Source: an optimization exercise on an open RTL-to-GDS flow (aim: small area and a short achievable clock period). Production flows keep margins and buffers that such runs may drop.
At most, simulation tests tie the RTL to the original design; equivalence was not proved.
Function not checked in run 1: the RTL went through the layout flow alone.
No activity file was given, so power comes from the tool's default toggle rates.

==> flow/design.v (outline; a module is shown in full before it is edited, if it fits) <==
// module SDC_fft: 174 lines
// module rot16a: 626 lines
// module rot8a: 416 lines
module SDC_fft #(
    parameter width = 12
) (
    input clk, rst_n,
    input signed [width-1:0] R, I,
    output signed [width-1:0] R_out, I_out,
    output done
);
  // ...
==> flow/flow/run.sh <==
#!/bin/bash
set -o pipefail
export SETUP_SLACK_MARGIN=6.6
bash standard.sh > standard.log 2>&1
==> flow/standard.sh <==
#!/bin/bash
# synth_recipe.tcl (not shown) runs the flow's synth.tcl, then flattens the netlist and writes it again
# the make line also repeats each setting of config.mk as NAME=value (left out here)
make -C /OpenROAD-flow-scripts/flow DESIGN_CONFIG=/design/flow/config.mk WORK_HOME=/design/flow/orfs CLKGATE_MAP_FILE= SYNTH_SCRIPT=/design/flow/synth_recipe.tcl "${@:-finish}"
==> flow/config.mk <==
export PLATFORM = sky130hd
export DESIGN_NAME = SDC_fft
export DESIGN_NICKNAME = SDC_fft
export VERILOG_FILES = /design/flow/design.v
export SDC_FILE = /design/flow/constraint.sdc
export NUM_CORES = 4
export LEC_CHECK = 0
export ABC_CLOCK_PERIOD_IN_PS = 3400
export CAP_MARGIN = 20
export CORE_MARGIN = 2
export CORE_UTILIZATION = 55
export CTS_CLUSTER_DIAMETER = 80
export CTS_CLUSTER_SIZE = 30
export SLEW_MARGIN = 20
export TNS_END_PERCENT = 10
==> flow/constraint.sdc <==
create_clock -name core_clock -period 10.0 [get_ports {clk}]
set_input_delay 2.0000 -clock core_clock [delete_from_list [all_inputs] [get_ports {clk}]]
set_output_delay 2.0000 -clock core_clock [all_outputs]
set_load 0.01 [all_outputs]
==> results.cfg, run 1 <==
[place]
portBuffers = 50

[worst_setup_path]
startpoint = d1r[5][8]$_DFF_P_
crit_chain = o21ai_0 > a211o_1 > fa_1 > inv_1 > fa_2 > fa_1 > inv_1 > fa_1
critical_path_required_ns = 10.52
cp-start-kind = flop
endpoint_kind = flop

[final_layout]
multi_input_area_sq_mm = 0.02415
drive_above_1_share_pct = 6.831
num_antenna_cells = 1
final_common_cell = dfxtp_1
final.fill_count = 6902
sh_seq_area_pct = 35.78
seq_cells = 850

[logic_synthesis]
synth.most_common_cell = dfxtp_1
syn_avg_cell_area_sq_um = 9.628
ys_seq_area_share_pct = 38.96
synth_edf_count = 0
synthesis.nets = 5200
ys_warn_count = 17
synthXorXnorAreaFrac_pct = 4.257
yosysTopAreaCell = dfxtp_1
synth_compound_area_share_pct = 14.64
synthArstFlopShare_pct = 1.176

[min_path]
hold-path-cell-count = 0

[floorplanning]
placement_rows = 103
core_region_area_sq_mm = 0.07887
die_w_microns = 286.3

[clock_network]
cts-root-buf = clkbuf_16
cts_buffers = 41
clk_latency_ns = 0.63
ctsResizeCount = 149
htree_levels = 2

[detailed_routing]
drtAntennaViolNets = 0
drt_wl_total_mm = 114.1
met1_length_mm = 52.25

[status]
status = timing/DRC/antenna clean

[flow_run]
maxCapViolations = 0

[global_routing]
grt_max_degree = 85
grt.overflow.total = 0

[pwr]
seqPwrFrac_pct = 35.2
==> module SDC_fft, before the edit <==
module SDC_fft #(
    parameter width = 12
) (
    input clk, rst_n,
    input signed [width-1:0] R, I,
    output signed [width-1:0] R_out, I_out,
    output done
);
    reg [4:0] count;
    reg done_r;                   
    always @(posedge clk or negedge rst_n) begin
        if (!rst_n) begin
            count <= 0;
            done_r <= 1'b0;
        end else begin
            if (count != 27) count <= count + 1'b1;
            done_r <= count[4] & count[3] & ~count[2] & count[1];    
        end
    end
    assign done = done_r;
    reg [3:0] ph;
    always @(posedge clk or negedge rst_n) begin
        if (!rst_n) ph <= 4'hf;
        else ph <= ph + 1'b1;
    end
    wire [3:0] pn = ph + 1'b1;
    wire [3:0] t1n = pn - 4'd14;        
    wire [3:0] t2n = pn - 4'd11;        
    wire [3:0] e2n = pn - 4'd9, e3n = pn - 4'd14, e4n = pn - 4'd1;
    wire [3:0] e5n = pn - 4'd3, e6n = pn - 4'd5;
    reg [7:0] sel1a, sel1b, sel1c, sel1d;
    reg [3:0] sel2a, sel2b, sel2c, sel2d;
    reg s1bf, s2bf, s3bf, s4bf, s4j, x1, x2;
    always @(posedge clk) begin
        sel1a <= t1n[3] ? 8'd1 : (8'd1 << t1n[2:0]);
        sel1b <= t1n[3] ? 8'd1 : (8'd1 << t1n[2:0]);
        sel1c <= t1n[3] ? 8'd1 : (8'd1 << t1n[2:0]);
        sel1d <= t1n[3] ? 8'd1 : (8'd1 << t1n[2:0]);
        sel2a <= t2n[2] ? (4'd1 << t2n[1:0]) : 4'd1;
        sel2b <= t2n[2] ? (4'd1 << t2n[1:0]) : 4'd1;
        sel2c <= t2n[2] ? (4'd1 << t2n[1:0]) : 4'd1;
        sel2d <= t2n[2] ? (4'd1 << t2n[1:0]) : 4'd1;
        s1bf <= pn[3];
        s2bf <= e2n[2];
        s3bf <= e3n[1];
        s4bf <= e4n[0];
        s4j <= e4n[1];
        x1 <= e5n[2] & ~e5n[1];
        x2 <= e6n[3] & ~e6n[2];
    end
    reg signed [11:0] xr, xi;
    always @(posedge clk) begin
        xr <= R;
        xi <= I;
    end
    reg signed [11:0] d1r [0:5];
    reg signed [11:0] d1i [0:5];
    reg signed [12:0] d1a, d1b;           
    reg [21:0] d1rs, d1rc, d1is, d1ic;    
    reg signed [11:0] d1r7, d1i7;
    wire signed [12:0] s1sr = d1r7 + xr, s1dr = d1r7 - xr;
    wire signed [12:0] s1si = d1i7 + xi, s1di = d1i7 - xi;
    wire signed [11:0] s1or = s1bf ? s1sr[12:1] : d1r7;
    wire signed [11:0] s1oi = s1bf ? s1si[12:1] : d1i7;
    wire signed [11:0] d1inr = s1bf ? s1dr[12:1] : xr;
    wire signed [11:0] d1ini = s1bf ? s1di[12:1] : xi;
    wire [21:0] r1rs, r1rc, r1is, r1ic;
    rot16a u_r1 (.vr(d1r[5]), .vi(d1i[5]), .a(d1a), .b(d1b),
                 .d0(sel1a), .d1(sel1b), .d2(sel1c), .d3(sel1d),
                 .res(r1rs), .rec(r1rc), .ims(r1is), .imc(r1ic));
    wire [21:0] r1rt = d1rs + d1rc, r1it = d1is + d1ic;
    integer k;
    always @(posedge clk) begin
        d1r[0] <= d1inr; d1i[0] <= d1ini;
        for (k = 1; k < 6; k = k + 1) begin
            d1r[k] <= d1r[k-1]; d1i[k] <= d1i[k-1];
        end
        d1a <= d1r[4] + d1i[4];
        d1b <= d1i[4] - d1r[4];
        d1rs <= r1rs; d1rc <= r1rc;
        d1is <= r1is; d1ic <= r1ic;
        d1r7 <= r1rt[21:10];
        d1i7 <= r1it[21:10];
    end
    reg signed [11:0] p1r, p1i;
    always @(posedge clk) begin
        p1r <= s1or; p1i <= s1oi;
    end
    reg signed [11:0] d2r0, d2i0, d2r1, d2i1;
    reg signed [12:0] d2a, d2b;
    reg [21:0] d2rs, d2rc, d2is, d2ic;
    reg signed [11:0] d2r3, d2i3;
    wire signed [11:0] s2sr = d2r3 + p1r, s2dr = d2r3 - p1r;
    wire signed [11:0] s2si = d2i3 + p1i, s2di = d2i3 - p1i;
    wire signed [11:0] s2or = s2bf ? s2sr : d2r3;
    wire signed [11:0] s2oi = s2bf ? s2si : d2i3;
    wire signed [11:0] d2inr = s2bf ? s2dr : p1r;
    wire signed [11:0] d2ini = s2bf ? s2di : p1i;
    wire [21:0] r2rs, r2rc, r2is, r2ic;
    rot8a u_r2 (.vr(d2r1), .vi(d2i1), .a(d2a), .b(d2b),
                .d0(sel2a), .d1(sel2b), .d2(sel2c), .d3(sel2d),
                .res(r2rs), .rec(r2rc), .ims(r2is), .imc(r2ic));
    wire [21:0] r2rt = d2rs + d2rc, r2it = d2is + d2ic;
    always @(posedge clk) begin
        d2r0 <= d2inr; d2i0 <= d2ini;
        d2r1 <= d2r0; d2i1 <= d2i0;
        d2a <= d2r0 + d2i0;
        d2b <= d2i0 - d2r0;
        d2rs <= r2rs; d2rc <= r2rc;
        d2is <= r2is; d2ic <= r2ic;
        d2r3 <= r2rt[21:10];
        d2i3 <= r2it[21:10];
    end
    reg signed [11:0] p2r, p2i;
    always @(posedge clk) begin
        p2r <= s2or; p2i <= s2oi;
    end
    reg signed [11:0] d3r [0:1];
    reg signed [11:0] d3i [0:1];
    wire signed [12:0] s3sr = d3r[1] + p2r, s3dr = d3r[1] - p2r;
    wire signed [12:0] s3si = d3i[1] + p2i, s3di = d3i[1] - p2i;
    wire signed [11:0] s3or = s3bf ? s3sr[12:1] : d3r[1];
    wire signed [11:0] s3oi = s3bf ? s3si[12:1] : d3i[1];
    wire signed [11:0] d3inr = s3bf ? s3dr[12:1] : p2r;
    wire signed [11:0] d3ini = s3bf ? s3di[12:1] : p2i;
    always @(posedge clk) begin
        d3r[0] <= d3inr; d3i[0] <= d3ini;
        d3r[1] <= d3r[0]; d3i[1] <= d3i[0];
    end
    reg signed [11:0] p3r, p3i;
    always @(posedge clk) begin
        p3r <= s3or; p3i <= s3oi;
    end
    reg signed [11:0] d4r, d4i;
    wire signed [11:0] br = s4j ? p3i : p3r;
    wire signed [11:0] bi = s4j ? p3r : p3i;
    wire signed [11:0] s4sr = d4r + br;
    wire signed [11:0] s4dr = d4r - br;
    wire signed [11:0] s4si = s4j ? d4i - bi : d4i + bi;
    wire signed [11:0] s4di = s4j ? d4i + bi : d4i - bi;
    wire signed [11:0] s4or = s4bf ? s4sr : d4r;
    wire signed [11:0] s4oi = s4bf ? s4si : d4i;
    always @(posedge clk) begin
        d4r <= s4bf ? s4dr : p3r;
        d4i <= s4bf ? s4di : p3i;
    end
    reg signed [11:0] p4r, p4i;
    always @(posedge clk) begin
        p4r <= s4or; p4i <= s4oi;
    end
    reg signed [11:0] b1r [0:1];
    reg signed [11:0] b1i [0:1];
    wire signed [11:0] w1r = x1 ? p4r : b1r[1];
    wire signed [11:0] w1i = x1 ? p4i : b1i[1];
    always @(posedge clk) begin
        b1r[0] <= x1 ? b1r[1] : p4r;
        b1i[0] <= x1 ? b1i[1] : p4i;
        b1r[1] <= b1r[0]; b1i[1] <= b1i[0];
    end
    reg signed [11:0] b2r [0:3];
    reg signed [11:0] b2i [0:3];
    reg signed [11:0] outr, outi;
    always @(posedge clk) begin
        b2r[0] <= x2 ? b2r[3] : w1r;
        b2i[0] <= x2 ? b2i[3] : w1i;
        for (k = 1; k < 4; k = k + 1) begin
            b2r[k] <= b2r[k-1]; b2i[k] <= b2i[k-1];
        end
        outr <= x2 ? w1r : b2r[3];
        outi <= x2 ? w1i : b2i[3];
    end
    assign R_out = outr;
    assign I_out = outi;
endmodule
==> run 2, diff against run 1 <==
--- a/flow/design.v
+++ b/flow/design.v
@@ -23,24 +23,22 @@
         if (!rst_n) ph <= 4'hf;
         else ph <= ph + 1'b1;
     end
     wire [3:0] pn = ph + 1'b1;
     wire [3:0] t1n = pn - 4'd14;        
     wire [3:0] t2n = pn - 4'd11;        
     wire [3:0] e2n = pn - 4'd9, e3n = pn - 4'd14, e4n = pn - 4'd1;
     wire [3:0] e5n = pn - 4'd3, e6n = pn - 4'd5;
-    reg [7:0] sel1a, sel1b, sel1c, sel1d;
+    reg [7:0] sel1a, sel1n;       
     reg [3:0] sel2a, sel2b, sel2c, sel2d;
     reg s1bf, s2bf, s3bf, s4bf, s4j, x1, x2;
     always @(posedge clk) begin
         sel1a <= t1n[3] ? 8'd1 : (8'd1 << t1n[2:0]);
-        sel1b <= t1n[3] ? 8'd1 : (8'd1 << t1n[2:0]);
-        sel1c <= t1n[3] ? 8'd1 : (8'd1 << t1n[2:0]);
-        sel1d <= t1n[3] ? 8'd1 : (8'd1 << t1n[2:0]);
+        sel1n <= ~(t1n[3] ? 8'd1 : (8'd1 << t1n[2:0]));
         sel2a <= t2n[2] ? (4'd1 << t2n[1:0]) : 4'd1;
         sel2b <= t2n[2] ? (4'd1 << t2n[1:0]) : 4'd1;
         sel2c <= t2n[2] ? (4'd1 << t2n[1:0]) : 4'd1;
         sel2d <= t2n[2] ? (4'd1 << t2n[1:0]) : 4'd1;
         s1bf <= pn[3];
         s2bf <= e2n[2];
         s3bf <= e3n[1];
         s4bf <= e4n[0];
@@ -51,37 +49,43 @@
     reg signed [11:0] xr, xi;
     always @(posedge clk) begin
         xr <= R;
         xi <= I;
     end
     reg signed [11:0] d1r [0:5];
     reg signed [11:0] d1i [0:5];
     reg signed [12:0] d1a, d1b;           
+    reg [11:0] d1rn, d1in;                
+    reg [12:0] d1an, d1bn;                
     reg [21:0] d1rs, d1rc, d1is, d1ic;    
     reg signed [11:0] d1r7, d1i7;
     wire signed [12:0] s1sr = d1r7 + xr, s1dr = d1r7 - xr;
     wire signed [12:0] s1si = d1i7 + xi, s1di = d1i7 - xi;
     wire signed [11:0] s1or = s1bf ? s1sr[12:1] : d1r7;
     wire signed [11:0] s1oi = s1bf ? s1si[12:1] : d1i7;
     wire signed [11:0] d1inr = s1bf ? s1dr[12:1] : xr;
     wire signed [11:0] d1ini = s1bf ? s1di[12:1] : xi;
     wire [21:0] r1rs, r1rc, r1is, r1ic;
     rot16a u_r1 (.vr(d1r[5]), .vi(d1i[5]), .a(d1a), .b(d1b),
-                 .d0(sel1a), .d1(sel1b), .d2(sel1c), .d3(sel1d),
+                 .vr2(~d1rn), .vi2(~d1in), .a2(~d1an), .b2(~d1bn),
+                 .d0(sel1a), .d1(sel1a), .d2(~sel1n), .d3(~sel1n),
                  .res(r1rs), .rec(r1rc), .ims(r1is), .imc(r1ic));
     wire [21:0] r1rt = d1rs + d1rc, r1it = d1is + d1ic;
     integer k;
     always @(posedge clk) begin
         d1r[0] <= d1inr; d1i[0] <= d1ini;
         for (k = 1; k < 6; k = k + 1) begin
             d1r[k] <= d1r[k-1]; d1i[k] <= d1i[k-1];
         end
         d1a <= d1r[4] + d1i[4];
         d1b <= d1i[4] - d1r[4];
+        d1rn <= ~d1r[4]; d1in <= ~d1i[4];
+        d1an <= ~(d1r[4] + d1i[4]);
+        d1bn <= ~(d1i[4] - d1r[4]);
         d1rs <= r1rs; d1rc <= r1rc;
         d1is <= r1is; d1ic <= r1ic;
         d1r7 <= r1rt[21:10];
         d1i7 <= r1it[21:10];
     end
     reg signed [11:0] p1r, p1i;
     always @(posedge clk) begin
         p1r <= s1or; p1i <= s1oi;
@@ -168,16 +172,17 @@
         end
         outr <= x2 ? w1r : b2r[3];
         outi <= x2 ? w1i : b2i[3];
     end
     assign R_out = outr;
     assign I_out = outi;
 endmodule
 module rot16a (input signed [11:0] vr, vi, input signed [12:0] a, b,
+    input signed [11:0] vr2, vi2, input signed [12:0] a2, b2,
     input [7:0] d0, d1, d2, d3,
     output [21:0] res, rec, ims, imc);
   wire r1 = (d0[0] & vr[0]) | (d0[1] & vr[0]) | (d0[2] & a[0]) | (d0[3] & vi[0]) | (d0[4] & vi[0]) | (d0[5] & vi[0]) | (d0[6] & b[0]) | (d0[7] & ~vr[0]);
   wire r2 = (d0[0] & vr[1]) | (d0[1] & vr[1]) | (d0[2] & a[1]) | (d0[3] & vi[1]) | (d0[4] & vi[1]) | (d0[5] & vi[1]) | (d0[6] & b[1]) | (d0[7] & ~vr[1]);
   wire r3 = (d0[0] & vr[2]) | (d0[1] & vr[2]) | (d0[2] & a[2]) | (d0[3] & vi[2]) | (d0[4] & vi[2]) | (d0[5] & vi[2]) | (d0[6] & b[2]) | (d0[7] & ~vr[2]);
   wire r4 = (d0[0] & vr[3]) | (d0[1] & vr[3]) | (d0[2] & a[3]) | (d0[3] & vi[3]) | (d0[4] & vi[3]) | (d0[5] & vi[3]) | (d0[6] & b[3]) | (d0[7] & ~vr[3]);
   wire r5 = (d0[0] & vr[4]) | (d0[1] & vr[4]) | (d0[2] & a[4]) | (d0[3] & vi[4]) | (d0[4] & vi[4]) | (d0[5] & vi[4]) | (d0[6] & b[4]) | (d0[7] & ~vr[4]);
   wire r6 = (d0[0] & vr[5]) | (d0[1] & vr[5]) | (d0[2] & a[5]) | (d0[3] & vi[5]) | (d0[4] & vi[5]) | (d0[5] & vi[5]) | (d0[6] & b[5]) | (d0[7] & ~vr[5]);
@@ -481,123 +486,123 @@
   wire c304 = (c262 & s263) | (c262 & k123) | (s263 & k123);
   wire s305 = c264 ^ r11 ^ r25;
   wire c306 = (c264 & r11) | (c264 & r25) | (r11 & r25);
   wire s307 = r12 ^ k124;
   wire [21:0] A309 = {c306, c304, c302, c300, c298, c296, c294, c292, c290, c288, c286, c284, c282, c280, c278, c276, c274, c272, c270, c268, c266, s265};
   wire [21:0] B310 = {s307, s305, s303, s301, s299, s297, s295, s293, s291, s289, s287, s285, s283, s281, s279, s277, s275, s273, s271, s269, s267, k108};
   assign res = A309;
   assign rec = B310;
-  wire r312 = (d2[0] & vi[0]) | (d2[1] & vi[0]) | (d2[2] & b[0]) | (d2[3] & ~vr[0]) | (d2[4] & ~vr[0]) | (d2[5] & ~vr[0]) | (d2[6] & ~a[0]) | (d2[7] & ~vi[0]);
-  wire r313 = (d2[0] & vi[1]) | (d2[1] & vi[1]) | (d2[2] & b[1]) | (d2[3] & ~vr[1]) | (d2[4] & ~vr[1]) | (d2[5] & ~vr[1]) | (d2[6] & ~a[1]) | (d2[7] & ~vi[1]);
-  wire r314 = (d2[0] & vi[2]) | (d2[1] & vi[2]) | (d2[2] & b[2]) | (d2[3] & ~vr[2]) | (d2[4] & ~vr[2]) | (d2[5] & ~vr[2]) | (d2[6] & ~a[2]) | (d2[7] & ~vi[2]);
-  wire r315 = (d2[0] & vi[3]) | (d2[1] & vi[3]) | (d2[2] & b[3]) | (d2[3] & ~vr[3]) | (d2[4] & ~vr[3]) | (d2[5] & ~vr[3]) | (d2[6] & ~a[3]) | (d2[7] & ~vi[3]);
-  wire r316 = (d2[0] & vi[4]) | (d2[1] & vi[4]) | (d2[2] & b[4]) | (d2[3] & ~vr[4]) | (d2[4] & ~vr[4]) | (d2[5] & ~vr[4]) | (d2[6] & ~a[4]) | (d2[7] & ~vi[4]);
-  wire r317 = (d2[0] & vi[5]) | (d2[1] & vi[5]) | (d2[2] & b[5]) | (d2[3] & ~vr[5]) | (d2[4] & ~vr[5]) | (d2[5] & ~vr[5]) | (d2[6] & ~a[5]) | (d2[7] & ~vi[5]);
-  wire r318 = (d2[0] & vi[6]) | (d2[1] & vi[6]) | (d2[2] & b[6]) | (d2[3] & ~vr[6]) | (d2[4] & ~vr[6]) | (d2[5] & ~vr[6]) | (d2[6] & ~a[6]) | (d2[7] & ~vi[6]);
-  wire r319 = (d2[0] & vi[7]) | (d2[1] & vi[7]) | (d2[2] & b[7]) | (d2[3] & ~vr[7]) | (d2[4] & ~vr[7]) | (d2[5] & ~vr[7]) | (d2[6] & ~a[7]) | (d2[7] & ~vi[7]);
-  wire r320 = (d2[0] & vi[8]) | (d2[1] & vi[8]) | (d2[2] & b[8]) | (d2[3] & ~vr[8]) | (d2[4] & ~vr[8]) | (d2[5] & ~vr[8]) | (d2[6] & ~a[8]) | (d2[7] & ~vi[8]);
-  wire r321 = (d2[0] & vi[9]) | (d2[1] & vi[9]) | (d2[2] & b[9]) | (d2[3] & ~vr[9]) | (d2[4] & ~vr[9]) | (d2[5] & ~vr[9]) | (d2[6] & ~a[9]) | (d2[7] & ~vi[9]);
-  wire r322 = (d2[0] & vi[10]) | (d2[1] & vi[10]) | (d2[2] & b[10]) | (d2[3] & ~vr[10]) | (d2[4] & ~vr[10]) | (d2[5] & ~vr[10]) | (d2[6] & ~a[10]) | (d2[7] & ~vi[10]);
-  wire r323 = (d2[0] & ~vi[11]) | (d2[1] & ~vi[11]) | (d2[2] & b[11]) | (d2[3] & vr[11]) | (d2[4] & vr[11]) | (d2[5] & vr[11]) | (d2[6] & ~a[11]) | (d2[7] & vi[11]);
-  wire r324 = (d2[2] & ~b[0]) | (d2[6] & a[0]);
-  wire r325 = (d2[1] & ~vr[0]) | (d2[2] & ~b[1]) | (d2[3] & vi[0]) | (d2[5] & ~vi[0]) | (d2[6] & a[1]) | (d2[7] & ~vr[0]);
-  wire r326 = (d2[1] & ~vr[1]) | (d2[2] & ~b[2]) | (d2[3] & vi[1]) | (d2[5] & ~vi[1]) | (d2[6] & a[2]) | (d2[7] & ~vr[1]);
-  wire r327 = (d2[1] & ~vr[2]) | (d2[2] & ~b[3]) | (d2[3] & vi[2]) | (d2[5] & ~vi[2]) | (d2[6] & a[3]) | (d2[7] & ~vr[2]);
-  wire r328 = (d2[1] & ~vr[3]) | (d2[2] & ~b[4]) | (d2[3] & vi[3]) | (d2[5] & ~vi[3]) | (d2[6] & a[4]) | (d2[7] & ~vr[3]);
-  wire r329 = (d2[1] & ~vr[4]) | (d2[2] & ~b[5]) | (d2[3] & vi[4]) | (d2[5] & ~vi[4]) | (d2[6] & a[5]) | (d2[7] & ~vr[4]);
-  wire r330 = (d2[1] & ~vr[5]) | (d2[2] & ~b[6]) | (d2[3] & vi[5]) | (d2[5] & ~vi[5]) | (d2[6] & a[6]) | (d2[7] & ~vr[5]);
-  wire r331 = (d2[1] & ~vr[6]) | (d2[2] & ~b[7]) | (d2[3] & vi[6]) | (d2[5] & ~vi[6]) | (d2[6] & a[7]) | (d2[7] & ~vr[6]);
-  wire r332 = (d2[1] & ~vr[7]) | (d2[2] & ~b[8]) | (d2[3] & vi[7]) | (d2[5] & ~vi[7]) | (d2[6] & a[8]) | (d2[7] & ~vr[7]);
-  wire r333 = (d2[1] & ~vr[8]) | (d2[2] & ~b[9]) | (d2[3] & vi[8]) | (d2[5] & ~vi[8]) | (d2[6] & a[9]) | (d2[7] & ~vr[8]);
-  wire r334 = (d2[1] & ~vr[9]) | (d2[2] & ~b[10]) | (d2[3] & vi[9]) | (d2[5] & ~vi[9]) | (d2[6] & a[10]) | (d2[7] & ~vr[9]);
-  wire r335 = (d2[1] & ~vr[10]) | (d2[2] & ~b[11]) | (d2[3] & vi[10]) | (d2[5] & ~vi[10]) | (d2[6] & a[11]) | (d2[7] & ~vr[10]);
-  wire r336 = (d2[1] & vr[11]) | (d2[2] & b[12]) | (d2[3] & ~vi[11]) | (d2[5] & vi[11]) | (d2[6] & ~a[12]) | (d2[7] & vr[11]);
-  wire r337 = (d2[2] & ~b[0]) | (d2[6] & a[0]);
-  wire r338 = (d2[1] & vr[0]) | (d2[2] & ~b[1]) | (d2[3] & ~vi[0]) | (d2[5] & vi[0]) | (d2[6] & a[1]) | (d2[7] & vr[0]);
-  wire r339 = (d2[1] & vr[1]) | (d2[2] & ~b[2]) | (d2[3] & ~vi[1]) | (d2[5] & vi[1]) | (d2[6] & a[2]) | (d2[7] & vr[1]);
-  wire r340 = (d2[1] & vr[2]) | (d2[2] & ~b[3]) | (d2[3] & ~vi[2]) | (d2[5] & vi[2]) | (d2[6] & a[3]) | (d2[7] & vr[2]);
-  wire r341 = (d2[1] & vr[3]) | (d2[2] & ~b[4]) | (d2[3] & ~vi[3]) | (d2[5] & vi[3]) | (d2[6] & a[4]) | (d2[7] & vr[3]);
-  wire r342 = (d2[1] & vr[4]) | (d2[2] & ~b[5]) | (d2[3] & ~vi[4]) | (d2[5] & vi[4]) | (d2[6] & a[5]) | (d2[7] & vr[4]);
-  wire r343 = (d2[1] & vr[5]) | (d2[2] & ~b[6]) | (d2[3] & ~vi[5]) | (d2[5] & vi[5]) | (d2[6] & a[6]) | (d2[7] & vr[5]);
-  wire r344 = (d2[1] & vr[6]) | (d2[2] & ~b[7]) | (d2[3] & ~vi[6]) | (d2[5] & vi[6]) | (d2[6] & a[7]) | (d2[7] & vr[6]);
-  wire r345 = (d2[1] & vr[7]) | (d2[2] & ~b[8]) | (d2[3] & ~vi[7]) | (d2[5] & vi[7]) | (d2[6] & a[8]) | (d2[7] & vr[7]);
-  wire r346 = (d2[1] & vr[8]) | (d2[2] & ~b[9]) | (d2[3] & ~vi[8]) | (d2[5] & vi[8]) | (d2[6] & a[9]) | (d2[7] & vr[8]);
-  wire r347 = (d2[1] & vr[9]) | (d2[2] & ~b[10]) | (d2[3] & ~vi[9]) | (d2[5] & vi[9]) | (d2[6] & a[10]) | (d2[7] & vr[9]);
-  wire r348 = (d2[1] & vr[10]) | (d2[2] & ~b[11]) | (d2[3] & ~vi[10]) | (d2[5] & vi[10]) | (d2[6] & a[11]) | (d2[7] & vr[10]);
-  wire r349 = (d2[1] & ~vr[11]) | (d2[2] & b[12]) | (d2[3] & vi[11]) | (d2[5] & ~vi[11]) | (d2[6] & ~a[12]) | (d2[7] & ~vr[11]);
-  wire r350 = (d2[2] & b[0]) | (d2[6] & ~a[0]);
-  wire r351 = (d2[2] & b[1]) | (d2[6] & ~a[1]);
-  wire r352 = (d2[1] & ~vi[0]) | (d2[2] & b[2]) | (d2[3] & vr[0]) | (d2[5] & vr[0]) | (d2[6] & ~a[2]) | (d2[7] & vi[0]);
-  wire r353 = (d2[1] & ~vi[1]) | (d2[2] & b[3]) | (d2[3] & vr[1]) | (d2[5] & vr[1]) | (d2[6] & ~a[3]) | (d2[7] & vi[1]);
-  wire r354 = (d2[1] & ~vi[2]) | (d2[2] & b[4]) | (d2[3] & vr[2]) | (d2[5] & vr[2]) | (d2[6] & ~a[4]) | (d2[7] & vi[2]);
-  wire r355 = (d2[1] & ~vi[3]) | (d2[2] & b[5]) | (d2[3] & vr[3]) | (d2[5] & vr[3]) | (d2[6] & ~a[5]) | (d2[7] & vi[3]);
-  wire r356 = (d2[1] & ~vi[4]) | (d2[2] & b[6]) | (d2[3] & vr[4]) | (d2[5] & vr[4]) | (d2[6] & ~a[6]) | (d2[7] & vi[4]);
-  wire r357 = (d2[1] & ~vi[5]) | (d2[2] & b[7]) | (d2[3] & vr[5]) | (d2[5] & vr[5]) | (d2[6] & ~a[7]) | (d2[7] & vi[5]);
-  wire r358 = (d2[1] & ~vi[6]) | (d2[2] & b[8]) | (d2[3] & vr[6]) | (d2[5] & vr[6]) | (d2[6] & ~a[8]) | (d2[7] & vi[6]);
-  wire r359 = (d2[1] & ~vi[7]) | (d2[2] & b[9]) | (d2[3] & vr[7]) | (d2[5] & vr[7]) | (d2[6] & ~a[9]) | (d2[7] & vi[7]);
-  wire r360 = (d2[1] & ~vi[8]) | (d2[2] & b[10]) | (d2[3] & vr[8]) | (d2[5] & vr[8]) | (d2[6] & ~a[10]) | (d2[7] & vi[8]);
-  wire r361 = (d2[1] & ~vi[9]) | (d2[2] & b[11]) | (d2[3] & vr[9]) | (d2[5] & vr[9]) | (d2[6] & ~a[11]) | (d2[7] & vi[9]);
-  wire r362 = (d2[1] & ~vi[10]) | (d2[2] & ~b[12]) | (d2[3] & vr[10]) | (d2[5] & vr[10]) | (d2[6] & a[12]) | (d2[7] & vi[10]);
-  wire r363 = (d2[1] & vi[11]) | (d2[3] & ~vr[11]) | (d2[5] & ~vr[11]) | (d2[7] & ~vi[11]);
-  wire r364 = (d3[2] & b[0]) | (d3[6] & ~a[0]);
-  wire r365 = (d3[2] & b[1]) | (d3[6] & ~a[1]);
-  wire r366 = (d3[1] & ~vi[0]) | (d3[2] & b[2]) | (d3[3] & vr[0]) | (d3[5] & vr[0]) | (d3[6] & ~a[2]) | (d3[7] & vi[0]);
-  wire r367 = (d3[1] & ~vi[1]) | (d3[2] & b[3]) | (d3[3] & vr[1]) | (d3[5] & vr[1]) | (d3[6] & ~a[3]) | (d3[7] & vi[1]);
-  wire r368 = (d3[1] & ~vi[2]) | (d3[2] & b[4]) | (d3[3] & vr[2]) | (d3[5] & vr[2]) | (d3[6] & ~a[4]) | (d3[7] & vi[2]);
-  wire r369 = (d3[1] & ~vi[3]) | (d3[2] & b[5]) | (d3[3] & vr[3]) | (d3[5] & vr[3]) | (d3[6] & ~a[5]) | (d3[7] & vi[3]);
-  wire r370 = (d3[1] & ~vi[4]) | (d3[2] & b[6]) | (d3[3] & vr[4]) | (d3[5] & vr[4]) | (d3[6] & ~a[6]) | (d3[7] & vi[4]);
-  wire r371 = (d3[1] & ~vi[5]) | (d3[2] & b[7]) | (d3[3] & vr[5]) | (d3[5] & vr[5]) | (d3[6] & ~a[7]) | (d3[7] & vi[5]);
-  wire r372 = (d3[1] & ~vi[6]) | (d3[2] & b[8]) | (d3[3] & vr[6]) | (d3[5] & vr[6]) | (d3[6] & ~a[8]) | (d3[7] & vi[6]);
-  wire r373 = (d3[1] & ~vi[7]) | (d3[2] & b[9]) | (d3[3] & vr[7]) | (d3[5] & vr[7]) | (d3[6] & ~a[9]) | (d3[7] & vi[7]);
-  wire r374 = (d3[1] & ~vi[8]) | (d3[2] & b[10]) | (d3[3] & vr[8]) | (d3[5] & vr[8]) | (d3[6] & ~a[10]) | (d3[7] & vi[8]);
-  wire r375 = (d3[1] & ~vi[9]) | (d3[2] & b[11]) | (d3[3] & vr[9]) | (d3[5] & vr[9]) | (d3[6] & ~a[11]) | (d3[7] & vi[9]);
-  wire r376 = (d3[1] & ~vi[10]) | (d3[2] & ~b[12]) | (d3[3] & vr[10]) | (d3[5] & vr[10]) | (d3[6] & a[12]) | (d3[7] & vi[10]);
-  wire r377 = (d3[1] & vi[11]) | (d3[3] & ~vr[11]) | (d3[5] & ~vr[11]) | (d3[7] & ~vi[11]);
-  wire r378 = (d3[2] & ~vr[0]) | (d3[6] & ~a[0]);
-  wire r379 = (d3[2] & ~vr[1]) | (d3[6] & ~a[1]);
-  wire r380 = (d3[2] & ~vr[2]) | (d3[6] & ~a[2]);
-  wire r381 = (d3[1] & ~vr[0]) | (d3[2] & ~vr[3]) | (d3[3] & vi[0]) | (d3[5] & ~vi[0]) | (d3[6] & ~a[3]) | (d3[7] & ~vr[0]);
-  wire r382 = (d3[1] & ~vr[1]) | (d3[2] & ~vr[4]) | (d3[3] & vi[1]) | (d3[5] & ~vi[1]) | (d3[6] & ~a[4]) | (d3[7] & ~vr[1]);
-  wire r383 = (d3[1] & ~vr[2]) | (d3[2] & ~vr[5]) | (d3[3] & vi[2]) | (d3[5] & ~vi[2]) | (d3[6] & ~a[5]) | (d3[7] & ~vr[2]);
-  wire r384 = (d3[1] & ~vr[3]) | (d3[2] & ~vr[6]) | (d3[3] & vi[3]) | (d3[5] & ~vi[3]) | (d3[6] & ~a[6]) | (d3[7] & ~vr[3]);
-  wire r385 = (d3[1] & ~vr[4]) | (d3[2] & ~vr[7]) | (d3[3] & vi[4]) | (d3[5] & ~vi[4]) | (d3[6] & ~a[7]) | (d3[7] & ~vr[4]);
-  wire r386 = (d3[1] & ~vr[5]) | (d3[2] & ~vr[8]) | (d3[3] & vi[5]) | (d3[5] & ~vi[5]) | (d3[6] & ~a[8]) | (d3[7] & ~vr[5]);
-  wire r387 = (d3[1] & ~vr[6]) | (d3[2] & ~vr[9]) | (d3[3] & vi[6]) | (d3[5] & ~vi[6]) | (d3[6] & ~a[9]) | (d3[7] & ~vr[6]);
-  wire r388 = (d3[1] & ~vr[7]) | (d3[2] & ~vr[10]) | (d3[3] & vi[7]) | (d3[5] & ~vi[7]) | (d3[6] & ~a[10]) | (d3[7] & ~vr[7]);
-  wire r389 = (d3[1] & ~vr[8]) | (d3[2] & vr[11]) | (d3[3] & vi[8]) | (d3[5] & ~vi[8]) | (d3[6] & ~a[11]) | (d3[7] & ~vr[8]);
-  wire r390 = (d3[1] & ~vr[9]) | (d3[3] & vi[9]) | (d3[5] & ~vi[9]) | (d3[6] & a[12]) | (d3[7] & ~vr[9]);
-  wire r391 = (d3[1] & ~vr[10]) | (d3[3] & vi[10]) | (d3[5] & ~vi[10]) | (d3[7] & ~vr[10]);
-  wire r392 = (d3[1] & vr[11]) | (d3[3] & ~vi[11]) | (d3[5] & vi[11]) | (d3[7] & vr[11]);
-  wire r393 = (d3[1] & vi[0]);
-  wire r394 = (d3[1] & vi[1]) | (d3[3] & ~vr[0]) | (d3[5] & ~vr[0]) | (d3[7] & ~vi[0]);
-  wire r395 = (d3[1] & vi[2]) | (d3[3] & ~vr[1]) | (d3[5] & ~vr[1]) | (d3[7] & ~vi[1]);
-  wire r396 = (d3[1] & vi[3]) | (d3[3] & ~vr[2]) | (d3[5] & ~vr[2]) | (d3[7] & ~vi[2]);
-  wire r397 = (d3[1] & vi[4]) | (d3[3] & ~vr[3]) | (d3[5] & ~vr[3]) | (d3[7] & ~vi[3]);
-  wire r398 = (d3[1] & vi[5]) | (d3[3] & ~vr[4]) | (d3[5] & ~vr[4]) | (d3[7] & ~vi[4]);
-  wire r399 = (d3[1] & vi[6]) | (d3[3] & ~vr[5]) | (d3[5] & ~vr[5]) | (d3[7] & ~vi[5]);
-  wire r400 = (d3[1] & vi[7]) | (d3[3] & ~vr[6]) | (d3[5] & ~vr[6]) | (d3[7] & ~vi[6]);
-  wire r401 = (d3[1] & vi[8]) | (d3[3] & ~vr[7]) | (d3[5] & ~vr[7]) | (d3[7] & ~vi[7]);
-  wire r402 = (d3[1] & vi[9]) | (d3[3] & ~vr[8]) | (d3[5] & ~vr[8]) | (d3[7] & ~vi[8]);
-  wire r403 = (d3[1] & vi[10]) | (d3[3] & ~vr[9]) | (d3[5] & ~vr[9]) | (d3[7] & ~vi[9]);
-  wire r404 = (d3[1] & ~vi[11]) | (d3[3] & ~vr[10]) | (d3[5] & ~vr[10]) | (d3[7] & ~vi[10]);
-  wire r405 = (d3[3] & vr[11]) | (d3[5] & vr[11]) | (d3[7] & vi[11]);
-  wire r406 = (d3[3] & ~b[0]) | (d3[5] & vr[0]) | (d3[7] & vi[0]);
-  wire r407 = (d3[3] & ~b[1]) | (d3[5] & vr[1]) | (d3[7] & vi[1]);
-  wire r408 = (d3[3] & ~b[2]) | (d3[5] & vr[2]) | (d3[7] & vi[2]);
-  wire r409 = (d3[3] & ~b[3]) | (d3[5] & vr[3]) | (d3[7] & vi[3]);
-  wire r410 = (d3[3] & ~b[4]) | (d3[5] & vr[4]) | (d3[7] & vi[4]);
-  wire r411 = (d3[3] & ~b[5]) | (d3[5] & vr[5]) | (d3[7] & vi[5]);
-  wire r412 = (d3[3] & ~b[6]) | (d3[5] & vr[6]) | (d3[7] & vi[6]);
-  wire r413 = (d3[3] & ~b[7]) | (d3[5] & vr[7]) | (d3[7] & vi[7]);
-  wire r414 = (d3[3] & ~b[8]) | (d3[5] & vr[8]) | (d3[7] & vi[8]);
-  wire r415 = (d3[3] & ~b[9]) | (d3[5] & vr[9]) | (d3[7] & vi[9]);
-  wire r416 = (d3[3] & ~b[10]) | (d3[5] & vr[10]) | (d3[7] & vi[10]);
-  wire r417 = (d3[3] & ~b[11]) | (d3[5] & ~vr[11]) | (d3[7] & ~vi[11]);
-  wire r418 = (d3[3] & b[12]);
+  wire r312 = (d2[0] & vi2[0]) | (d2[1] & vi2[0]) | (d2[2] & b2[0]) | (d2[3] & ~vr2[0]) | (d2[4] & ~vr2[0]) | (d2[5] & ~vr2[0]) | (d2[6] & ~a2[0]) | (d2[7] & ~vi2[0]);
+  wire r313 = (d2[0] & vi2[1]) | (d2[1] & vi2[1]) | (d2[2] & b2[1]) | (d2[3] & ~vr2[1]) | (d2[4] & ~vr2[1]) | (d2[5] & ~vr2[1]) | (d2[6] & ~a2[1]) | (d2[7] & ~vi2[1]);
+  wire r314 = (d2[0] & vi2[2]) | (d2[1] & vi2[2]) | (d2[2] & b2[2]) | (d2[3] & ~vr2[2]) | (d2[4] & ~vr2[2]) | (d2[5] & ~vr2[2]) | (d2[6] & ~a2[2]) | (d2[7] & ~vi2[2]);
+  wire r315 = (d2[0] & vi2[3]) | (d2[1] & vi2[3]) | (d2[2] & b2[3]) | (d2[3] & ~vr2[3]) | (d2[4] & ~vr2[3]) | (d2[5] & ~vr2[3]) | (d2[6] & ~a2[3]) | (d2[7] & ~vi2[3]);
+  wire r316 = (d2[0] & vi2[4]) | (d2[1] & vi2[4]) | (d2[2] & b2[4]) | (d2[3] & ~vr2[4]) | (d2[4] & ~vr2[4]) | (d2[5] & ~vr2[4]) | (d2[6] & ~a2[4]) | (d2[7] & ~vi2[4]);
+  wire r317 = (d2[0] & vi2[5]) | (d2[1] & vi2[5]) | (d2[2] & b2[5]) | (d2[3] & ~vr2[5]) | (d2[4] & ~vr2[5]) | (d2[5] & ~vr2[5]) | (d2[6] & ~a2[5]) | (d2[7] & ~vi2[5]);
+  wire r318 = (d2[0] & vi2[6]) | (d2[1] & vi2[6]) | (d2[2] & b2[6]) | (d2[3] & ~vr2[6]) | (d2[4] & ~vr2[6]) | (d2[5] & ~vr2[6]) | (d2[6] & ~a2[6]) | (d2[7] & ~vi2[6]);
+  wire r319 = (d2[0] & vi2[7]) | (d2[1] & vi2[7]) | (d2[2] & b2[7]) | (d2[3] & ~vr2[7]) | (d2[4] & ~vr2[7]) | (d2[5] & ~vr2[7]) | (d2[6] & ~a2[7]) | (d2[7] & ~vi2[7]);
+  wire r320 = (d2[0] & vi2[8]) | (d2[1] & vi2[8]) | (d2[2] & b2[8]) | (d2[3] & ~vr2[8]) | (d2[4] & ~vr2[8]) | (d2[5] & ~vr2[8]) | (d2[6] & ~a2[8]) | (d2[7] & ~vi2[8]);
+  wire r321 = (d2[0] & vi2[9]) | (d2[1] & vi2[9]) | (d2[2] & b2[9]) | (d2[3] & ~vr2[9]) | (d2[4] & ~vr2[9]) | (d2[5] & ~vr2[9]) | (d2[6] & ~a2[9]) | (d2[7] & ~vi2[9]);
+  wire r322 = (d2[0] & vi2[10]) | (d2[1] & vi2[10]) | (d2[2] & b2[10]) | (d2[3] & ~vr2[10]) | (d2[4] & ~vr2[10]) | (d2[5] & ~vr2[10]) | (d2[6] & ~a2[10]) | (d2[7] & ~vi2[10]);
+  wire r323 = (d2[0] & ~vi2[11]) | (d2[1] & ~vi2[11]) | (d2[2] & b2[11]) | (d2[3] & vr2[11]) | (d2[4] & vr2[11]) | (d2[5] & vr2[11]) | (d2[6] & ~a2[11]) | (d2[7] & vi2[11]);
+  wire r324 = (d2[2] & ~b2[0]) | (d2[6] & a2[0]);
+  wire r325 = (d2[1] & ~vr2[0]) | (d2[2] & ~b2[1]) | (d2[3] & vi2[0]) | (d2[5] & ~vi2[0]) | (d2[6] & a2[1]) | (d2[7] & ~vr2[0]);
+  wire r326 = (d2[1] & ~vr2[1]) | (d2[2] & ~b2[2]) | (d2[3] & vi2[1]) | (d2[5] & ~vi2[1]) | (d2[6] & a2[2]) | (d2[7] & ~vr2[1]);
+  wire r327 = (d2[1] & ~vr2[2]) | (d2[2] & ~b2[3]) | (d2[3] & vi2[2]) | (d2[5] & ~vi2[2]) | (d2[6] & a2[3]) | (d2[7] & ~vr2[2]);
+  wire r328 = (d2[1] & ~vr2[3]) | (d2[2] & ~b2[4]) | (d2[3] & vi2[3]) | (d2[5] & ~vi2[3]) | (d2[6] & a2[4]) | (d2[7] & ~vr2[3]);
+  wire r329 = (d2[1] & ~vr2[4]) | (d2[2] & ~b2[5]) | (d2[3] & vi2[4]) | (d2[5] & ~vi2[4]) | (d2[6] & a2[5]) | (d2[7] & ~vr2[4]);
+  wire r330 = (d2[1] & ~vr2[5]) | (d2[2] & ~b2[6]) | (d2[3] & vi2[5]) | (d2[5] & ~vi2[5]) | (d2[6] & a2[6]) | (d2[7] & ~vr2[5]);
+  wire r331 = (d2[1] & ~vr2[6]) | (d2[2] & ~b2[7]) | (d2[3] & vi2[6]) | (d2[5] & ~vi2[6]) | (d2[6] & a2[7]) | (d2[7] & ~vr2[6]);
+  wire r332 = (d2[1] & ~vr2[7]) | (d2[2] & ~b2[8]) | (d2[3] & vi2[7]) | (d2[5] & ~vi2[7]) | (d2[6] & a2[8]) | (d2[7] & ~vr2[7]);
+  wire r333 = (d2[1] & ~vr2[8]) | (d2[2] & ~b2[9]) | (d2[3] & vi2[8]) | (d2[5] & ~vi2[8]) | (d2[6] & a2[9]) | (d2[7] & ~vr2[8]);
+  wire r334 = (d2[1] & ~vr2[9]) | (d2[2] & ~b2[10]) | (d2[3] & vi2[9]) | (d2[5] & ~vi2[9]) | (d2[6] & a2[10]) | (d2[7] & ~vr2[9]);
+  wire r335 = (d2[1] & ~vr2[10]) | (d2[2] & ~b2[11]) | (d2[3] & vi2[10]) | (d2[5] & ~vi2[10]) | (d2[6] & a2[11]) | (d2[7] & ~vr2[10]);
+  wire r336 = (d2[1] & vr2[11]) | (d2[2] & b2[12]) | (d2[3] & ~vi2[11]) | (d2[5] & vi2[11]) | (d2[6] & ~a2[12]) | (d2[7] & vr2[11]);
+  wire r337 = (d2[2] & ~b2[0]) | (d2[6] & a2[0]);
+  wire r338 = (d2[1] & vr2[0]) | (d2[2] & ~b2[1]) | (d2[3] & ~vi2[0]) | (d2[5] & vi2[0]) | (d2[6] & a2[1]) | (d2[7] & vr2[0]);
+  wire r339 = (d2[1] & vr2[1]) | (d2[2] & ~b2[2]) | (d2[3] & ~vi2[1]) | (d2[5] & vi2[1]) | (d2[6] & a2[2]) | (d2[7] & vr2[1]);
+  wire r340 = (d2[1] & vr2[2]) | (d2[2] & ~b2[3]) | (d2[3] & ~vi2[2]) | (d2[5] & vi2[2]) | (d2[6] & a2[3]) | (d2[7] & vr2[2]);
+  wire r341 = (d2[1] & vr2[3]) | (d2[2] & ~b2[4]) | (d2[3] & ~vi2[3]) | (d2[5] & vi2[3]) | (d2[6] & a2[4]) | (d2[7] & vr2[3]);
+  wire r342 = (d2[1] & vr2[4]) | (d2[2] & ~b2[5]) | (d2[3] & ~vi2[4]) | (d2[5] & vi2[4]) | (d2[6] & a2[5]) | (d2[7] & vr2[4]);
+  wire r343 = (d2[1] & vr2[5]) | (d2[2] & ~b2[6]) | (d2[3] & ~vi2[5]) | (d2[5] & vi2[5]) | (d2[6] & a2[6]) | (d2[7] & vr2[5]);
+  wire r344 = (d2[1] & vr2[6]) | (d2[2] & ~b2[7]) | (d2[3] & ~vi2[6]) | (d2[5] & vi2[6]) | (d2[6] & a2[7]) | (d2[7] & vr2[6]);
+  wire r345 = (d2[1] & vr2[7]) | (d2[2] & ~b2[8]) | (d2[3] & ~vi2[7]) | (d2[5] & vi2[7]) | (d2[6] & a2[8]) | (d2[7] & vr2[7]);
+  wire r346 = (d2[1] & vr2[8]) | (d2[2] & ~b2[9]) | (d2[3] & ~vi2[8]) | (d2[5] & vi2[8]) | (d2[6] & a2[9]) | (d2[7] & vr2[8]);
+  wire r347 = (d2[1] & vr2[9]) | (d2[2] & ~b2[10]) | (d2[3] & ~vi2[9]) | (d2[5] & vi2[9]) | (d2[6] & a2[10]) | (d2[7] & vr2[9]);
+  wire r348 = (d2[1] & vr2[10]) | (d2[2] & ~b2[11]) | (d2[3] & ~vi2[10]) | (d2[5] & vi2[10]) | (d2[6] & a2[11]) | (d2[7] & vr2[10]);
+  wire r349 = (d2[1] & ~vr2[11]) | (d2[2] & b2[12]) | (d2[3] & vi2[11]) | (d2[5] & ~vi2[11]) | (d2[6] & ~a2[12]) | (d2[7] & ~vr2[11]);
+  wire r350 = (d2[2] & b2[0]) | (d2[6] & ~a2[0]);
+  wire r351 = (d2[2] & b2[1]) | (d2[6] & ~a2[1]);
+  wire r352 = (d2[1] & ~vi2[0]) | (d2[2] & b2[2]) | (d2[3] & vr2[0]) | (d2[5] & vr2[0]) | (d2[6] & ~a2[2]) | (d2[7] & vi2[0]);
+  wire r353 = (d2[1] & ~vi2[1]) | (d2[2] & b2[3]) | (d2[3] & vr2[1]) | (d2[5] & vr2[1]) | (d2[6] & ~a2[3]) | (d2[7] & vi2[1]);
+  wire r354 = (d2[1] & ~vi2[2]) | (d2[2] & b2[4]) | (d2[3] & vr2[2]) | (d2[5] & vr2[2]) | (d2[6] & ~a2[4]) | (d2[7] & vi2[2]);
+  wire r355 = (d2[1] & ~vi2[3]) | (d2[2] & b2[5]) | (d2[3] & vr2[3]) | (d2[5] & vr2[3]) | (d2[6] & ~a2[5]) | (d2[7] & vi2[3]);
+  wire r356 = (d2[1] & ~vi2[4]) | (d2[2] & b2[6]) | (d2[3] & vr2[4]) | (d2[5] & vr2[4]) | (d2[6] & ~a2[6]) | (d2[7] & vi2[4]);
+  wire r357 = (d2[1] & ~vi2[5]) | (d2[2] & b2[7]) | (d2[3] & vr2[5]) | (d2[5] & vr2[5]) | (d2[6] & ~a2[7]) | (d2[7] & vi2[5]);
+  wire r358 = (d2[1] & ~vi2[6]) | (d2[2] & b2[8]) | (d2[3] & vr2[6]) | (d2[5] & vr2[6]) | (d2[6] & ~a2[8]) | (d2[7] & vi2[6]);
+  wire r359 = (d2[1] & ~vi2[7]) | (d2[2] & b2[9]) | (d2[3] & vr2[7]) | (d2[5] & vr2[7]) | (d2[6] & ~a2[9]) | (d2[7] & vi2[7]);
+  wire r360 = (d2[1] & ~vi2[8]) | (d2[2] & b2[10]) | (d2[3] & vr2[8]) | (d2[5] & vr2[8]) | (d2[6] & ~a2[10]) | (d2[7] & vi2[8]);
+  wire r361 = (d2[1] & ~vi2[9]) | (d2[2] & b2[11]) | (d2[3] & vr2[9]) | (d2[5] & vr2[9]) | (d2[6] & ~a2[11]) | (d2[7] & vi2[9]);
+  wire r362 = (d2[1] & ~vi2[10]) | (d2[2] & ~b2[12]) | (d2[3] & vr2[10]) | (d2[5] & vr2[10]) | (d2[6] & a2[12]) | (d2[7] & vi2[10]);
+  wire r363 = (d2[1] & vi2[11]) | (d2[3] & ~vr2[11]) | (d2[5] & ~vr2[11]) | (d2[7] & ~vi2[11]);
+  wire r364 = (d3[2] & b2[0]) | (d3[6] & ~a2[0]);
+  wire r365 = (d3[2] & b2[1]) | (d3[6] & ~a2[1]);
+  wire r366 = (d3[1] & ~vi2[0]) | (d3[2] & b2[2]) | (d3[3] & vr2[0]) | (d3[5] & vr2[0]) | (d3[6] & ~a2[2]) | (d3[7] & vi2[0]);
+  wire r367 = (d3[1] & ~vi2[1]) | (d3[2] & b2[3]) | (d3[3] & vr2[1]) | (d3[5] & vr2[1]) | (d3[6] & ~a2[3]) | (d3[7] & vi2[1]);
+  wire r368 = (d3[1] & ~vi2[2]) | (d3[2] & b2[4]) | (d3[3] & vr2[2]) | (d3[5] & vr2[2]) | (d3[6] & ~a2[4]) | (d3[7] & vi2[2]);
+  wire r369 = (d3[1] & ~vi2[3]) | (d3[2] & b2[5]) | (d3[3] & vr2[3]) | (d3[5] & vr2[3]) | (d3[6] & ~a2[5]) | (d3[7] & vi2[3]);
+  wire r370 = (d3[1] & ~vi2[4]) | (d3[2] & b2[6]) | (d3[3] & vr2[4]) | (d3[5] & vr2[4]) | (d3[6] & ~a2[6]) | (d3[7] & vi2[4]);
+  wire r371 = (d3[1] & ~vi2[5]) | (d3[2] & b2[7]) | (d3[3] & vr2[5]) | (d3[5] & vr2[5]) | (d3[6] & ~a2[7]) | (d3[7] & vi2[5]);
+  wire r372 = (d3[1] & ~vi2[6]) | (d3[2] & b2[8]) | (d3[3] & vr2[6]) | (d3[5] & vr2[6]) | (d3[6] & ~a2[8]) | (d3[7] & vi2[6]);
+  wire r373 = (d3[1] & ~vi2[7]) | (d3[2] & b2[9]) | (d3[3] & vr2[7]) | (d3[5] & vr2[7]) | (d3[6] & ~a2[9]) | (d3[7] & vi2[7]);
+  wire r374 = (d3[1] & ~vi2[8]) | (d3[2] & b2[10]) | (d3[3] & vr2[8]) | (d3[5] & vr2[8]) | (d3[6] & ~a2[10]) | (d3[7] & vi2[8]);
+  wire r375 = (d3[1] & ~vi2[9]) | (d3[2] & b2[11]) | (d3[3] & vr2[9]) | (d3[5] & vr2[9]) | (d3[6] & ~a2[11]) | (d3[7] & vi2[9]);
+  wire r376 = (d3[1] & ~vi2[10]) | (d3[2] & ~b2[12]) | (d3[3] & vr2[10]) | (d3[5] & vr2[10]) | (d3[6] & a2[12]) | (d3[7] & vi2[10]);
+  wire r377 = (d3[1] & vi2[11]) | (d3[3] & ~vr2[11]) | (d3[5] & ~vr2[11]) | (d3[7] & ~vi2[11]);
+  wire r378 = (d3[2] & ~vr2[0]) | (d3[6] & ~a2[0]);
+  wire r379 = (d3[2] & ~vr2[1]) | (d3[6] & ~a2[1]);
+  wire r380 = (d3[2] & ~vr2[2]) | (d3[6] & ~a2[2]);
+  wire r381 = (d3[1] & ~vr2[0]) | (d3[2] & ~vr2[3]) | (d3[3] & vi2[0]) | (d3[5] & ~vi2[0]) | (d3[6] & ~a2[3]) | (d3[7] & ~vr2[0]);
+  wire r382 = (d3[1] & ~vr2[1]) | (d3[2] & ~vr2[4]) | (d3[3] & vi2[1]) | (d3[5] & ~vi2[1]) | (d3[6] & ~a2[4]) | (d3[7] & ~vr2[1]);
+  wire r383 = (d3[1] & ~vr2[2]) | (d3[2] & ~vr2[5]) | (d3[3] & vi2[2]) | (d3[5] & ~vi2[2]) | (d3[6] & ~a2[5]) | (d3[7] & ~vr2[2]);
+  wire r384 = (d3[1] & ~vr2[3]) | (d3[2] & ~vr2[6]) | (d3[3] & vi2[3]) | (d3[5] & ~vi2[3]) | (d3[6] & ~a2[6]) | (d3[7] & ~vr2[3]);
+  wire r385 = (d3[1] & ~vr2[4]) | (d3[2] & ~vr2[7]) | (d3[3] & vi2[4]) | (d3[5] & ~vi2[4]) | (d3[6] & ~a2[7]) | (d3[7] & ~vr2[4]);
+  wire r386 = (d3[1] & ~vr2[5]) | (d3[2] & ~vr2[8]) | (d3[3] & vi2[5]) | (d3[5] & ~vi2[5]) | (d3[6] & ~a2[8]) | (d3[7] & ~vr2[5]);
+  wire r387 = (d3[1] & ~vr2[6]) | (d3[2] & ~vr2[9]) | (d3[3] & vi2[6]) | (d3[5] & ~vi2[6]) | (d3[6] & ~a2[9]) | (d3[7] & ~vr2[6]);
+  wire r388 = (d3[1] & ~vr2[7]) | (d3[2] & ~vr2[10]) | (d3[3] & vi2[7]) | (d3[5] & ~vi2[7]) | (d3[6] & ~a2[10]) | (d3[7] & ~vr2[7]);
+  wire r389 = (d3[1] & ~vr2[8]) | (d3[2] & vr2[11]) | (d3[3] & vi2[8]) | (d3[5] & ~vi2[8]) | (d3[6] & ~a2[11]) | (d3[7] & ~vr2[8]);
+  wire r390 = (d3[1] & ~vr2[9]) | (d3[3] & vi2[9]) | (d3[5] & ~vi2[9]) | (d3[6] & a2[12]) | (d3[7] & ~vr2[9]);
+  wire r391 = (d3[1] & ~vr2[10]) | (d3[3] & vi2[10]) | (d3[5] & ~vi2[10]) | (d3[7] & ~vr2[10]);
+  wire r392 = (d3[1] & vr2[11]) | (d3[3] & ~vi2[11]) | (d3[5] & vi2[11]) | (d3[7] & vr2[11]);
+  wire r393 = (d3[1] & vi2[0]);
+  wire r394 = (d3[1] & vi2[1]) | (d3[3] & ~vr2[0]) | (d3[5] & ~vr2[0]) | (d3[7] & ~vi2[0]);
+  wire r395 = (d3[1] & vi2[2]) | (d3[3] & ~vr2[1]) | (d3[5] & ~vr2[1]) | (d3[7] & ~vi2[1]);
+  wire r396 = (d3[1] & vi2[3]) | (d3[3] & ~vr2[2]) | (d3[5] & ~vr2[2]) | (d3[7] & ~vi2[2]);
+  wire r397 = (d3[1] & vi2[4]) | (d3[3] & ~vr2[3]) | (d3[5] & ~vr2[3]) | (d3[7] & ~vi2[3]);
+  wire r398 = (d3[1] & vi2[5]) | (d3[3] & ~vr2[4]) | (d3[5] & ~vr2[4]) | (d3[7] & ~vi2[4]);
+  wire r399 = (d3[1] & vi2[6]) | (d3[3] & ~vr2[5]) | (d3[5] & ~vr2[5]) | (d3[7] & ~vi2[5]);
+  wire r400 = (d3[1] & vi2[7]) | (d3[3] & ~vr2[6]) | (d3[5] & ~vr2[6]) | (d3[7] & ~vi2[6]);
+  wire r401 = (d3[1] & vi2[8]) | (d3[3] & ~vr2[7]) | (d3[5] & ~vr2[7]) | (d3[7] & ~vi2[7]);
+  wire r402 = (d3[1] & vi2[9]) | (d3[3] & ~vr2[8]) | (d3[5] & ~vr2[8]) | (d3[7] & ~vi2[8]);
+  wire r403 = (d3[1] & vi2[10]) | (d3[3] & ~vr2[9]) | (d3[5] & ~vr2[9]) | (d3[7] & ~vi2[9]);
+  wire r404 = (d3[1] & ~vi2[11]) | (d3[3] & ~vr2[10]) | (d3[5] & ~vr2[10]) | (d3[7] & ~vi2[10]);
+  wire r405 = (d3[3] & vr2[11]) | (d3[5] & vr2[11]) | (d3[7] & vi2[11]);
+  wire r406 = (d3[3] & ~b2[0]) | (d3[5] & vr2[0]) | (d3[7] & vi2[0]);
+  wire r407 = (d3[3] & ~b2[1]) | (d3[5] & vr2[1]) | (d3[7] & vi2[1]);
+  wire r408 = (d3[3] & ~b2[2]) | (d3[5] & vr2[2]) | (d3[7] & vi2[2]);
+  wire r409 = (d3[3] & ~b2[3]) | (d3[5] & vr2[3]) | (d3[7] & vi2[3]);
+  wire r410 = (d3[3] & ~b2[4]) | (d3[5] & vr2[4]) | (d3[7] & vi2[4]);
+  wire r411 = (d3[3] & ~b2[5]) | (d3[5] & vr2[5]) | (d3[7] & vi2[5]);
+  wire r412 = (d3[3] & ~b2[6]) | (d3[5] & vr2[6]) | (d3[7] & vi2[6]);
+  wire r413 = (d3[3] & ~b2[7]) | (d3[5] & vr2[7]) | (d3[7] & vi2[7]);
+  wire r414 = (d3[3] & ~b2[8]) | (d3[5] & vr2[8]) | (d3[7] & vi2[8]);
+  wire r415 = (d3[3] & ~b2[9]) | (d3[5] & vr2[9]) | (d3[7] & vi2[9]);
+  wire r416 = (d3[3] & ~b2[10]) | (d3[5] & vr2[10]) | (d3[7] & vi2[10]);
+  wire r417 = (d3[3] & ~b2[11]) | (d3[5] & ~vr2[11]) | (d3[7] & ~vi2[11]);
+  wire r418 = (d3[3] & b2[12]);
   wire k419 = (d0[2]) | (d0[3]) | (d0[6]);
   wire k420 = (d0[3]) | (d0[5]) | (d0[6]) | (d0[7]);
   wire k421 = (d0[1]) | (d0[5]) | (d0[7]);
   wire k422 = (d0[1]) | (d0[6]);
   wire k423 = (d0[1]) | (d0[2]);
   wire k424 = (d0[3]);
   wire k425 = (d0[2]);
   wire k426 = (d0[1]) | (d0[5]) | (d0[7]);
==> flow/config.mk (replaced) <==
export PLATFORM = sky130hd
export DESIGN_NAME = SDC_fft
export DESIGN_NICKNAME = SDC_fft
export VERILOG_FILES = /design/flow/design.v
export SDC_FILE = /design/flow/constraint.sdc
export NUM_CORES = 4
export LEC_CHECK = 0
export ABC_CLOCK_PERIOD_IN_PS = 3400
export CAP_MARGIN = 20
export CORE_MARGIN = 2
export CORE_UTILIZATION = 40
export SLEW_MARGIN = 20
==> results.cfg, run 2 <==
[status]
status = timing/DRC/antenna clean

[sta]
rsz0062_at_grt = true
clock_skew_ns = 0.03915
hold_ws_ns = 0.3134
fin_crit_sh_pct = 35.40
relSlewSlack_pct = 31.52
final.min_clock_period_ns = 3.540
worst_slack_ns = 6.460
final_hold_viol_count = 0
setup-violations-final = 0
worst_pin_slew_ns = 1.001
setup_tns_ns = 0
fmaxAchievable_ghz = 0.2825
maxSlewViolCount = 0

[detailed_routing]
drt_wl_total_mm = 116.1
dr.pass1.iters = 8
drtAntennaViolNets = 0
drt_first_iter_violations = 2805
vias = 32600
drc = 0
wl_per_cell_microns = 18.24
viasPerCell = 5.122

[final_layout]
drive_above_1_share_pct = 12.05
fin_util_pct = 47.28
finalNetCount = 5432
final_cells = 6364
layout_common_cells = dfxtp_1 (876), inv_1 (638), ha_1 (360)
syn_to_final_growth_pct = 17.33
final.fill_count = 10380
reg_top3 = d1i: 72 flops, d1r: 72 flops
final_cell_area_sq_mm = 0.05318
final_common_cell = dfxtp_1

[floorplanning]
die_area_sq_mm = 0.1160
placement_rows = 123
core_region_area_sq_mm = 0.1125
die_w_microns = 340.6
dieHeight_microns = 340.6
ios = 51
initial_core_util_pct = 40.29

[clock_network]
cts_sinks = 907
clk_pin_slew_ns = 0.06
cts_buffers = 100
cts-root-buf = clkbuf_16
clockBufferDepth = 3
postCtsHoldBufs = 0
htree_levels = 3
clk_latency_ns = 0.69
cts_tree = built

[worst_setup_path]
crit_chain = buf_12 > buf_8 > or3_4 > a211oi_4 > fa_2 > fa_2 > fa_1 > inv_2 > fa_2
cpMaxStageDelayCell = fa_2
cp_common_cell = fa_2
cp.arrival_ns = 4.07
path_buf_inv = 3
critPathKind = reg -> reg
critPathTopFamily = adder cells
ff2ff_path_depth = 9
endpoint_kind = flop
worst-path-stages = 9
crit_fanout = 6
critical_path_required_ns = 10.53
cp-start-kind = flop
slowest_delay_ns = 0.56

[logic_synthesis]
synth_seq_cells = 907
syn_inst = 4675
yosys.area_share.simple_pct = 9.208
synth_top_family_by_area = adder cells
synthTopCellsByCount = dfxtp_1 (897), inv_1 (661), nor2_1 (361)
synthXorXnorAreaFrac_pct = 3.961
syn_avg_cell_area_sq_um = 9.696
yosysTopAreaCellShare_pct = 39.61
synthesis.nets = 5328
syn_area_sq_mm = 0.04533
synthMuxAreaShare_pct = 3.362
ys.flop_type = dfxtp_1
synth_fa_ha_area_share_pct = 21.73
synth.area.top_cells = dfxtp_1 (40%), fa_1 (12%), ha_1 (9.9%)
synth_compound_area_share_pct = 14.44
synth_edf_count = 0
synthArstFlopShare_pct = 1.103
synth.most_common_cell = dfxtp_1
synth_cell_type_count = 72
ys_warn_count = 17
yosysTopAreaCell = dfxtp_1
ys_seq_area_share_pct = 40.18

[global_routing]
antenna_found_initial = 7
grt_usage_pct = 19.56
grt.overflow.total = 0
grt_busiest_layer = met2
first_global_vias = 31990
grt_pass1_wl_mm = 180.6
grt_max_degree = 91
use_met2_pct = 30.30
met3_usage_pct = 3.448
met1_usage_pct = 27.45

[pwr]
p_per_area_mw_per_mm2 = 354.1
peakVddDrop_uv = 174.8
switching_share_pct = 39.76
internal_power_mw = 11.34
pwr-share-comb_pct = 45.8
p_switching_mw = 7.487
leakage_nw = 23.93
seqPwrFrac_pct = 33.9
clockPowerShare_pct = 20.3
total_power_mw = 18.83

[min_path]
hold-path-cell-count = 0
hp-class = reg -> reg

[flow_run]
maxCapViolations = 0

[place]
placed_cell_area_sq_mm = 0.04719
dp_slack_ns = 5.584
dp_hpwl_mm = 84.49
portBuffers = 50
placed_cells = 6054
place_congestion = 0.9215
## run 2: cell type report
type / count / area [sq um] / area share, %
diodes: 2 / 5.005 / 0.009410
clock buffers: 123 / 2721 / 5.117
clock inverters: 62 / 757.0 / 1.423
inverters: 664 / 2559 / 4.811
multi-input cells: 2910 / 24770 / 46.57
flip-flops and latches: 907 / 18270 / 34.35
well taps: 1500 / 1877 / 3.529
repair buffers: 193 / 2207 / 4.150
repair inverters: 3 / 21.27 / 0.03999
## run 2: cells by family after synthesis
| family | Yosys count |
|---|---|
| AO/OA/AOI/OAI | 1014 |
| AND/OR/NAND/NOR | 916 |
| flip-flops | 907 |
| buffers and inverters | 859 |
| adder cells (fa/ha/maj) | 627 |
| XOR/XNOR | 205 |
| multiplexers | 147 |
## run 2: power groups by stage
stage | registers [mW] | clock network [mW] | logic [mW]
after floorplan | 5.90 | 0 | 6.59
after global placement | 6.40 | 0 | 8.35
after detailed placement | 6.41 | 0 | 8.47
after CTS | 6.36 | 3.92 | 8.60
after global routing | 6.55 | 4.07 | 9.89
final | 6.39 | 3.81 | 8.63
## run 2: per-layer routing
metal | up-vias | part of all wire [%]
li1 | 15780 | -
met1 | 15390 | 46
met2 | 1127 | 43
met3 | 304 | 6.7
met4 | 2 | 3.7
met5 | - | 0.011
## run 2: worst paths after layout
path                              startpoint              endpoint  slack (ns)
min                        d1r[2][5]$_DFF_P_     d1r[3][5]$_DFF_P_        0.31
max in group asynchronous              rst_n  count[3]$_DFFE_PN0P_        7.86
max reg2reg                 sel1a[3]$_DFF_P_      d1rc[10]$_DFF_P_        6.46
max                         sel1a[3]$_DFF_P_      d1rc[10]$_DFF_P_        6.46
min reg2reg                d1r[2][5]$_DFF_P_     d1r[3][5]$_DFF_P_        0.31
min in group asynchronous              rst_n  count[1]$_DFFE_PN0P_        1.72
## run 2: repair_timing
item | CTS | global route
buffers inserted | 50 | 53
gates resized for setup | 185 | 172
gates cloned | 11 | 9
pin swaps | 27 | 79
setup endpoints to repair | 132 | 68

-- port drivers added, routing unchanged --
How much do the figures lean on ideal ports? The routed layouts below were timed once more, with nothing changed but the port constraints.
Step 1, drivers: a clkbuf_16 drives clk and a buf_2 each remaining input, both assumed.
Step 2 also shifts input and output timing later by t, the mid clock arrival at the registers, as if the neighbouring blocks saw the same clock.
a / b / c = no drivers / after step 1 / after step 2; a / b = the first two.
run | t (ns) | slack for setup (ns) | worst hold slack (ns) | worst setup path at the end
run 1 | 0.674 | 6.315 / 6.315 / 6.315 | 0.313 / 0.313 / 0.313 | register to register
run 2 | 0.736 | 6.460 / 6.460 / 6.460 | 0.313 / 0.313 / 0.313 | register to register
After both steps setup and hold are still met in every run listed.
